Source: an optimization exercise on an open RTL-to-GDS flow (aim: small area). Production flows keep margins and buffers that such runs may drop. Function was checked by simulation only, so behaviour that the tests miss may differ from the original. Power is estimated from default activity; no workload was simulated.

==> inputs of exp/maple <==
==> flow/design.v (excerpt) <==
module fpga_storm_iv_demo(
    input wire clk,
    input wire rst_n,
    input wire [3:0] keys,
    input wire [3:0] dips,
    output wire [7:0] leds,
    output wire [3:0] seg_sel,
    output wire [7:0] seg_data,
    output wire beep
);
    localparam [3:0] A_C = 4'h5;
    reg  [3:0] a_q;                       
    wire [3:0] a_s = a_q ^ A_C;
    wire a_z3 = ~|a_s[2:0];
    wire a_wrap = a_z3 & ~a_s[3];         
    wire a_last = a_z3 & a_s[3];          
    wire [3:0] a_n = {4{rst_n}} & {a_s[2:0], a_s[0] ^ a_s[3] ^ a_z3};
    localparam [11:0] C_C = 12'h555;
    localparam [11:0] C_FIRST = 12'h235;    
    localparam [11:0] C_LAST = 12'h11a;     
    localparam [11:0] C_DET = 12'hfbf;      
    reg  [11:0] c_q;
    wire [11:0] c_s = c_q ^ C_C;
    wire c_last = ((c_s & C_DET) == (C_LAST & C_DET));
    wire [11:0] c_n = rst_n ? {c_s[10:0], c_s[0] ^ c_s[11] ^ c_last} : C_FIRST;
    wire tick = a_last & c_last;          
    always @(posedge clk) begin
        a_q <= a_n ^ A_C;
        c_q <= c_n ^ C_C;
    end
    reg [3:0] digit0, digit1, digit2, digit3;
    wire all_off = &dips;
    wire nine0 = digit0[3] & digit0[0];
    wire nine1 = digit1[3] & digit1[0];
    wire nine2 = digit2[3] & digit2[0];
    wire inc0 = tick & (all_off | ~dips[0]);
    wire inc1 = tick & (all_off ? nine0 : ~dips[1]);
    wire inc2 = tick & (all_off ? (nine0 & nine1) : ~dips[2]);
    wire inc3 = tick & (all_off ? (nine0 & nine1 & nine2) : ~dips[3]);
    function [3:0] bcd_inc(input [3:0] d);    
        bcd_inc = {d[3] ? ~d[0] : (d[2] & d[1] & d[0]),
                   d[2] ^ (d[1] & d[0]),
                   (d[1] ^ d[0]) & ~d[3],
                   ~d[0]};
    endfunction
    always @(posedge clk) begin
        if (!rst_n) begin
  ...
==> module fpga_storm_iv_demo, before the edit <==
module fpga_storm_iv_demo(
    input wire clk,
    input wire rst_n,
    input wire [3:0] keys,
    input wire [3:0] dips,
    output wire [7:0] leds,
    output wire [3:0] seg_sel,
    output wire [7:0] seg_data,
    output wire beep
);
    localparam [3:0] A_C = 4'h5;
    reg  [3:0] a_q;                       
    wire [3:0] a_s = a_q ^ A_C;
    wire a_z3 = ~|a_s[2:0];
    wire a_wrap = a_z3 & ~a_s[3];         
    wire a_last = a_z3 & a_s[3];          
    wire [3:0] a_n = {4{rst_n}} & {a_s[2:0], a_s[0] ^ a_s[3] ^ a_z3};
    localparam [11:0] C_C = 12'h555;
    localparam [11:0] C_FIRST = 12'h235;    
    localparam [11:0] C_LAST = 12'h11a;     
    localparam [11:0] C_DET = 12'hfbf;      
    reg  [11:0] c_q;
    wire [11:0] c_s = c_q ^ C_C;
    wire c_last = ((c_s & C_DET) == (C_LAST & C_DET));
    wire [11:0] c_n = rst_n ? {c_s[10:0], c_s[0] ^ c_s[11] ^ c_last} : C_FIRST;
    wire tick = a_last & c_last;          
    always @(posedge clk) begin
        a_q <= a_n ^ A_C;
        c_q <= c_n ^ C_C;
    end
    reg [3:0] digit0, digit1, digit2, digit3;
    wire all_off = &dips;
    wire nine0 = digit0[3] & digit0[0];
    wire nine1 = digit1[3] & digit1[0];
    wire nine2 = digit2[3] & digit2[0];
    wire inc0 = tick & (all_off | ~dips[0]);
    wire inc1 = tick & (all_off ? nine0 : ~dips[1]);
    wire inc2 = tick & (all_off ? (nine0 & nine1) : ~dips[2]);
    wire inc3 = tick & (all_off ? (nine0 & nine1 & nine2) : ~dips[3]);
    function [3:0] bcd_inc(input [3:0] d);    
        bcd_inc = {d[3] ? ~d[0] : (d[2] & d[1] & d[0]),
                   d[2] ^ (d[1] & d[0]),
                   (d[1] ^ d[0]) & ~d[3],
                   ~d[0]};
    endfunction
    always @(posedge clk) begin
        if (!rst_n) begin
            digit0 <= 4'd0; digit1 <= 4'd0; digit2 <= 4'd0; digit3 <= 4'd0;
        end else begin
            if (inc0) digit0 <= bcd_inc(digit0);
            if (inc1) digit1 <= bcd_inc(digit1);
            if (inc2) digit2 <= bcd_inc(digit2);
            if (inc3) digit3 <= bcd_inc(digit3);
        end
    end
    reg  [3:0] last_keys_n;           
    reg  [3:0] led_q;
    reg        request_beep;
    localparam [8:0] D_C = 9'h155;
    localparam [8:0] D_FIRST = 9'h08c;    
    reg  [8:0] d_q;
    wire [8:0] d_s = d_q ^ D_C;
    wire d_z8 = ~|d_s[7:0];
    wire deb_zero = d_z8 & ~d_s[8];
    wire press = |(~last_keys_n & ~keys);
    wire kev = rst_n & deb_zero & press;
    wire [8:0] d_step = {d_s[7:0], (d_s[3] ^ d_s[8]) & ~d_z8};
    wire [8:0] d_n = ({9{rst_n}} & d_step) | ({9{kev}} & D_FIRST);
    always @(posedge clk) begin
        d_q <= d_n ^ D_C;
        last_keys_n <= rst_n ? ~keys : 4'b0000;
        led_q <= rst_n ? (led_q ^ ({4{kev}} & ~keys)) : 4'b1111;
        request_beep <= kev;
    end
    assign leds = {4'b0000, led_q};
    localparam [12:0] B_C = 13'h1555;
    localparam [12:0] B_FIRST = 13'h0710;   
    reg  [12:0] b_q;
    wire [12:0] b_s = b_q ^ B_C;
    wire b_z12 = ~|b_s[11:0];
    wire active = ~(b_z12 & ~b_s[12]);
    wire load = request_beep & ~active;
    wire [12:0] b_step = {b_s[11:0], (b_s[2] ^ b_s[12]) & ~b_z12};
    wire [12:0] b_n = {13{rst_n}} & (b_step | ({13{load}} & B_FIRST));
    reg  [3:0] tone;
    reg        beep_q;
    wire tone_wrap = (tone == 4'd13);
    always @(posedge clk) begin
        b_q <= b_n ^ B_C;
        if (!rst_n) tone <= 4'd0;
        else if (active) tone <= tone_wrap ? 4'd0 : tone + 4'd1;
        beep_q <= rst_n & active & (beep_q ^ tone_wrap);
    end
    assign beep = beep_q & active;
    localparam [3:0] V_C = 4'h5;
    reg  [3:0] v_q;
    wire [3:0] v_s = v_q ^ V_C;
    wire v_z3 = ~|v_s[2:0];
    wire [3:0] v_n = {4{rst_n}} & (a_wrap ? {v_s[2:0], v_s[0] ^ v_s[3] ^ v_z3} : v_s);
    reg  [1:0] scan_idx;
    always @(posedge clk) begin
        v_q <= v_n ^ V_C;
        if (!rst_n) scan_idx <= 2'd0;
        else if (a_wrap & v_z3 & ~v_s[3]) scan_idx <= scan_idx + 2'd1;
    end
    assign seg_sel = ~(4'b0001 << scan_idx);
    wire [3:0] dd = scan_idx[1] ? (scan_idx[0] ? digit3 : digit2)
                                : (scan_idx[0] ? digit1 : digit0);
    assign seg_data[7] = 1'b1;
    assign seg_data[0] = (~dd[0] & ~dd[1] & dd[2]) | (dd[0] & ~dd[1] & ~dd[2] & ~dd[3]);
    assign seg_data[1] = (dd[0] & ~dd[1] & dd[2]) | (~dd[0] & dd[1] & dd[2]);
    assign seg_data[2] = (~dd[0] & dd[1] & ~dd[2]);
    assign seg_data[3] = (~dd[0] & ~dd[1] & dd[2]) | (dd[0] & dd[1] & dd[2]) | (dd[0] & ~dd[1] & ~dd[2] & ~dd[3]);
    assign seg_data[4] = (dd[0]) | (~dd[1] & dd[2]);
    assign seg_data[5] = (dd[1] & ~dd[2]) | (dd[0] & dd[1]) | (dd[0] & ~dd[2] & ~dd[3]);
    assign seg_data[6] = (~dd[1] & ~dd[2] & ~dd[3]) | (dd[0] & dd[1] & dd[2]);
endmodule
export LEC_CHECK = 0
export CAP_MARGIN = 20
export CORE_MARGIN = 2
export CORE_UTILIZATION = 55
export SLEW_MARGIN = 20
create_clock -name core_clock -period 10.0 [get_ports {clk}]
standard.sh (not shown) runs the stock make flow with config.mk's settings and CLKGATE_MAP_FILE= SYNTH_SCRIPT=/design/flow/synth_recipe.tcl, a recipe that flattens the netlist after the stock synthesis.
==> flow/flow/run.sh <==
#!/bin/bash
# Own layout flow: the standard ORFS flow (standard.sh) with these changes:
#  - synthesis: area-oriented ABC mapping, best of several scripts (flow/synth_area.tcl),
#    no adder extraction
#  - port buffers: sky130_fd_sc_hd__buf_1 instead of the default pick
#  - clock tree: clkbuf_4 buffers, no dummy loads
# Each tool's full output goes to the ORFS logs (orfs/logs/...) and make's to flow_make.log.
set -euo pipefail
W=$(pwd)
bash standard.sh \
  SYNTH_SCRIPT="$W/flow/synth_area.tcl" \
  ADDER_MAP_FILE= \
  BUFFER_PORTS_ARGS="-buffer_cell sky130_fd_sc_hd__buf_1" \
  CTS_ARGS="-sink_clustering_enable -repair_clock_nets -dont_use_dummy_load -buf_list sky130_fd_sc_hd__clkbuf_4 -root_buf sky130_fd_sc_hd__clkbuf_4" \
  finish > "$W/flow_make.log" 2>&1
==> flow/flow/abc_area_s0.abc <==
strash; &get -n; &fraig -x; &put; scorr; dc2; dretime; strash; &get -n; &dch -f; &nf; &put
==> flow/flow/abc_area_s1.abc <==
strash; &get -n; &fraig -x; &put; scorr; dc2; dretime; strash; &get -n; &dch -f; &nf -R 1000; &put
==> flow/flow/abc_area_s11.abc <==
strash; &get -n; &fraig -x; &put; scorr; dc2; dretime; strash; &get -n; &dc2; &dch -f; &nf -R 10000 -p; &put
==> flow/flow/abc_area_s12.abc <==
strash; &get -n; &fraig -x; &put; scorr; dc2; dretime; strash; &get -n; &dch -f; &nf -R 1000; &put; strash; &get -n; &dch -f; &nf -R 1000; &put
==> flow/flow/abc_area_s13.abc <==
strash; &get -n; &fraig -x; &put; scorr; dc2; dretime; strash; &get -n; &syn2; &dc2; &dch -f; &nf -R 10000 -p; &put
==> flow/flow/abc_area_s14.abc <==
strash; &get -n; &fraig -x; &put; scorr; dc2; dretime; strash; &get -n; &synch2; &dch -f; &nf -R 1000; &put
==> flow/flow/abc_area_s15.abc <==
strash; &get -n; &fraig -x; &put; scorr; dc2; dretime; strash; &get -n; &dc2; &syn2; &dch -f; &nf -R 1000 -p; &put
==> flow/flow/abc_area_s16.abc <==
strash; dc2; dc2; &get -n; &dch -f; &nf -R 1000 -p; &put
==> flow/flow/abc_area_s17.abc <==
strash; &get -n; &fraig -x; &put; scorr; dc2; dretime; strash; &get -n; &b; &dch -f; &nf -R 1000 -p; &put
==> flow/flow/abc_area_s3.abc <==
strash; &get -n; &fraig -x; &put; scorr; dc2; dretime; strash; dch -f; amap; topo
==> flow/flow/abc_area_s8.abc <==
strash; &get -n; &fraig -x; &put; scorr; dc2; dretime; strash; &get -n; &syn2; &dch -f; &nf -R 1000; &put
==> flow/flow/abc_area_s9.abc <==
strash; &get -n; &fraig -x; &put; scorr; dc2; dretime; strash; dc2; dc2; &get -n; &dch -f; &nf -R 1000; &put
==> flow/flow/synth_area.tcl <==
# Standard synthesis (synth_recipe.tcl, sourced below) with one change in the
# technology mapping: instead of ABC's delay-driven script with a 10 ps target,
# ABC runs each area-oriented script flow/abc_area*.abc on the same logic and the
# smallest result is kept. Registers are mapped before ABC runs, so they are the
# standard ones, with the same names and cells.
set ::own_flow_dir [file dirname [file normalize [info script]]]
proc own_abc_area {} {
  set f [file join $::env(OBJECTS_DIR) own_abc_stat.txt]
  yosys tee -q -o $f stat {*}$::own_lib_args
  set fp [open $f r]; set txt [read $fp]; close $fp
  regexp {Chip area for module [^:]*:\s*([0-9.]+)} $txt -> area
  return $area
}
proc abc {args} {
  set keep {}
  set skip 0
  foreach a $args {
    if {$skip} { incr skip -1; continue }
    if {$a eq "-script" || $a eq "-D" || $a eq "-constr"} { set skip 1; continue }
    lappend keep $a
  }
  set ::own_lib_args {}
  foreach lib $::env(LIB_FILES) { lappend ::own_lib_args -liberty $lib }
  set scripts [lsort [glob [file join $::own_flow_dir abc_area*.abc]]]
  yosys design -save own_pre_abc
  set best ""
  foreach s $scripts {
    yosys design -load own_pre_abc
    yosys abc {*}$keep -script $s
    yosys opt_clean
    set area [own_abc_area]
    puts "own flow: ABC script [file tail $s]: area $area"
    if {$best eq "" || $area < $best_area} { set best $s; set best_area $area }
  }
  yosys design -load own_pre_abc
  yosys abc {*}$keep -script $best
  puts "own flow: kept ABC script [file tail $best] (area $best_area)"
}
source [file join [file dirname $::own_flow_dir] synth_recipe.tcl]
==> exp/umber (differences from exp/maple) <==
--- a/flow/design.v
+++ b/flow/design.v
@@ -8,26 +8,15 @@
     output wire [7:0] seg_data,
     output wire beep
 );
-    localparam [3:0] A_C = 4'h5;
-    reg  [3:0] a_q;                       
-    wire [3:0] a_s = a_q ^ A_C;
-    wire a_z3 = ~|a_s[2:0];
-    wire a_wrap = a_z3 & ~a_s[3];         
-    wire a_last = a_z3 & a_s[3];          
-    wire [3:0] a_n = {4{rst_n}} & {a_s[2:0], a_s[0] ^ a_s[3] ^ a_z3};
-    localparam [11:0] C_C = 12'h555;
-    localparam [11:0] C_FIRST = 12'h235;    
-    localparam [11:0] C_LAST = 12'h11a;     
-    localparam [11:0] C_DET = 12'hfbf;      
-    reg  [11:0] c_q;
-    wire [11:0] c_s = c_q ^ C_C;
-    wire c_last = ((c_s & C_DET) == (C_LAST & C_DET));
-    wire [11:0] c_n = rst_n ? {c_s[10:0], c_s[0] ^ c_s[11] ^ c_last} : C_FIRST;
-    wire tick = a_last & c_last;          
-    always @(posedge clk) begin
-        a_q <= a_n ^ A_C;
-        c_q <= c_n ^ C_C;
-    end
+    localparam [15:0] T_C = 16'h5555;
+    localparam [15:0] T_FIRST = 16'h18cb;    
+    localparam [15:0] T_LAST = 16'h8c65;     
+    localparam [15:0] T_DET = 16'h7fbf;      
+    reg  [15:0] t_q;
+    wire [15:0] t_s = t_q ^ T_C;
+    wire tick = ((t_s & T_DET) == (T_LAST & T_DET));
+    wire [15:0] t_n = rst_n ? {t_s[14:0], t_s[2] ^ t_s[15] ^ tick} : T_FIRST;
+    always @(posedge clk) t_q <= t_n ^ T_C;
     reg [3:0] digit0, digit1, digit2, digit3;
     wire all_off = &dips;
     wire nine0 = digit0[3] & digit0[0];
@@ -92,16 +81,18 @@
         beep_q <= rst_n & active & (beep_q ^ tone_wrap);
     end
     assign beep = beep_q & active;
-    localparam [3:0] V_C = 4'h5;
-    reg  [3:0] v_q;
-    wire [3:0] v_s = v_q ^ V_C;
-    wire v_z3 = ~|v_s[2:0];
-    wire [3:0] v_n = {4{rst_n}} & (a_wrap ? {v_s[2:0], v_s[0] ^ v_s[3] ^ v_z3} : v_s);
+    localparam [7:0] S_C = 8'h55;
+    localparam [7:0] S_E = 8'h80;    
+    reg  [7:0] s_q;
+    wire [7:0] s_s = s_q ^ S_C;
+    wire s_z7 = ~|s_s[6:0];
+    wire scan_step = s_z7 & (s_s[7] == S_E[7]);
+    wire [7:0] s_n = rst_n ? {s_s[6:0], s_s[0] ^ s_s[1] ^ s_s[6] ^ s_s[7] ^ s_z7} : S_E;
     reg  [1:0] scan_idx;
     always @(posedge clk) begin
-        v_q <= v_n ^ V_C;
+        s_q <= s_n ^ S_C;
         if (!rst_n) scan_idx <= 2'd0;
-        else if (a_wrap & v_z3 & ~v_s[3]) scan_idx <= scan_idx + 2'd1;
+        else if (scan_step) scan_idx <= scan_idx + 2'd1;
     end
     assign seg_sel = ~(4'b0001 << scan_idx);
     wire [3:0] dd = scan_idx[1] ? (scan_idx[0] ? digit3 : digit2)
==> flow/run.sh (new file) <==
#!/bin/bash
# synth_recipe.tcl (not shown) runs the flow's synth.tcl, then flattens the netlist and writes it again
# the make line also repeats each setting of config.mk as NAME=value (left out here)
make -C /OpenROAD-flow-scripts/flow DESIGN_CONFIG=/design/flow/config.mk WORK_HOME=/design/flow/orfs CLKGATE_MAP_FILE= SYNTH_SCRIPT=/design/flow/synth_recipe.tcl finish
--- a/flow/config.mk
+++ b/flow/config.mk
@@ -7,5 +7,5 @@
 export LEC_CHECK = 0
 export CAP_MARGIN = 20
 export CORE_MARGIN = 2
-export CORE_UTILIZATION = 55
+export CORE_UTILIZATION = 40
 export SLEW_MARGIN = 20
removed: flow/flow/run.sh
removed: flow/flow/abc_area_s0.abc
removed: flow/flow/abc_area_s1.abc
removed: flow/flow/abc_area_s11.abc
removed: flow/flow/abc_area_s12.abc
removed: flow/flow/abc_area_s13.abc
removed: flow/flow/abc_area_s14.abc
removed: flow/flow/abc_area_s15.abc
removed: flow/flow/abc_area_s16.abc
removed: flow/flow/abc_area_s17.abc
removed: flow/flow/abc_area_s3.abc
removed: flow/flow/abc_area_s8.abc
removed: flow/flow/abc_area_s9.abc
removed: flow/flow/synth_area.tcl
removed: flow/standard.sh
==> qor summary <==
quantity                                                                         exp/umber                exp/maple
Status                                                             complete, no violations  complete, no violations
Register share of total power                                                        0.516                    0.592
Cell Int Power                                                                      518 uW                   414 uW
Area share of the leading cell type in the synthesized netlist                       0.510                    0.562
Largest net degree at the start of global routing                                       54                       43
Cell count after placement                                                             429                      379
Multi-input logic portion of the cell area                                           0.386                    0.391
WL/cell                                                                            12.7 um                  12.0 um
Crit path setup slack, layout                                                      5.25 ns                  5.69 ns
Share of cells above drive strength 1                                               0.0636                   0.0299
Share of the synthesized netlist area taken by xor and xnor gates                   0.0315                   0.0133
Seq cells                                                                               78                       74
Sequential cell area                                                              1560 um2                 1480 um2
Worst-case hold path end point                                           t_q[7]$_SDFF_PN1_           c_q[8]$_DFF_P_
Max VDD drop                                                                        115 uV                   131 uV
Post-route clock period utilization                                                  0.475                    0.431
Transition time of the tightest slew-check pin                                    0.640 ns                 0.936 ns
Cell area power density                                                         207 nW/um2               208 nW/um2
Routed wl met3                                                                      237 um                   162 um
Die area                                                                          8370 um2                 5360 um2

-- re-timing with driven ports --
The flow's constraints put no driver on any port. The routed layouts listed below were extracted and timed again, unchanged, in two steps.
Step 1, drivers: a clkbuf_16 drives clk and a buf_2 each remaining input, both assumed.
Step 2 also shifts input and output timing later by t, the mid clock arrival at the registers, as if the neighbouring blocks saw the same clock.
a / b / c = ideal / step 1 / step 2; a / b = the first two.
run | t, ns | setup slack, ns | cell pins on the clock port's net
exp/maple | 0.411 | 5.694 / 5.670 / 6.082 | 1
exp/umber | 0.368 | 5.246 / 5.218 / 5.586 | 1
After both steps every run listed still meets setup and hold.
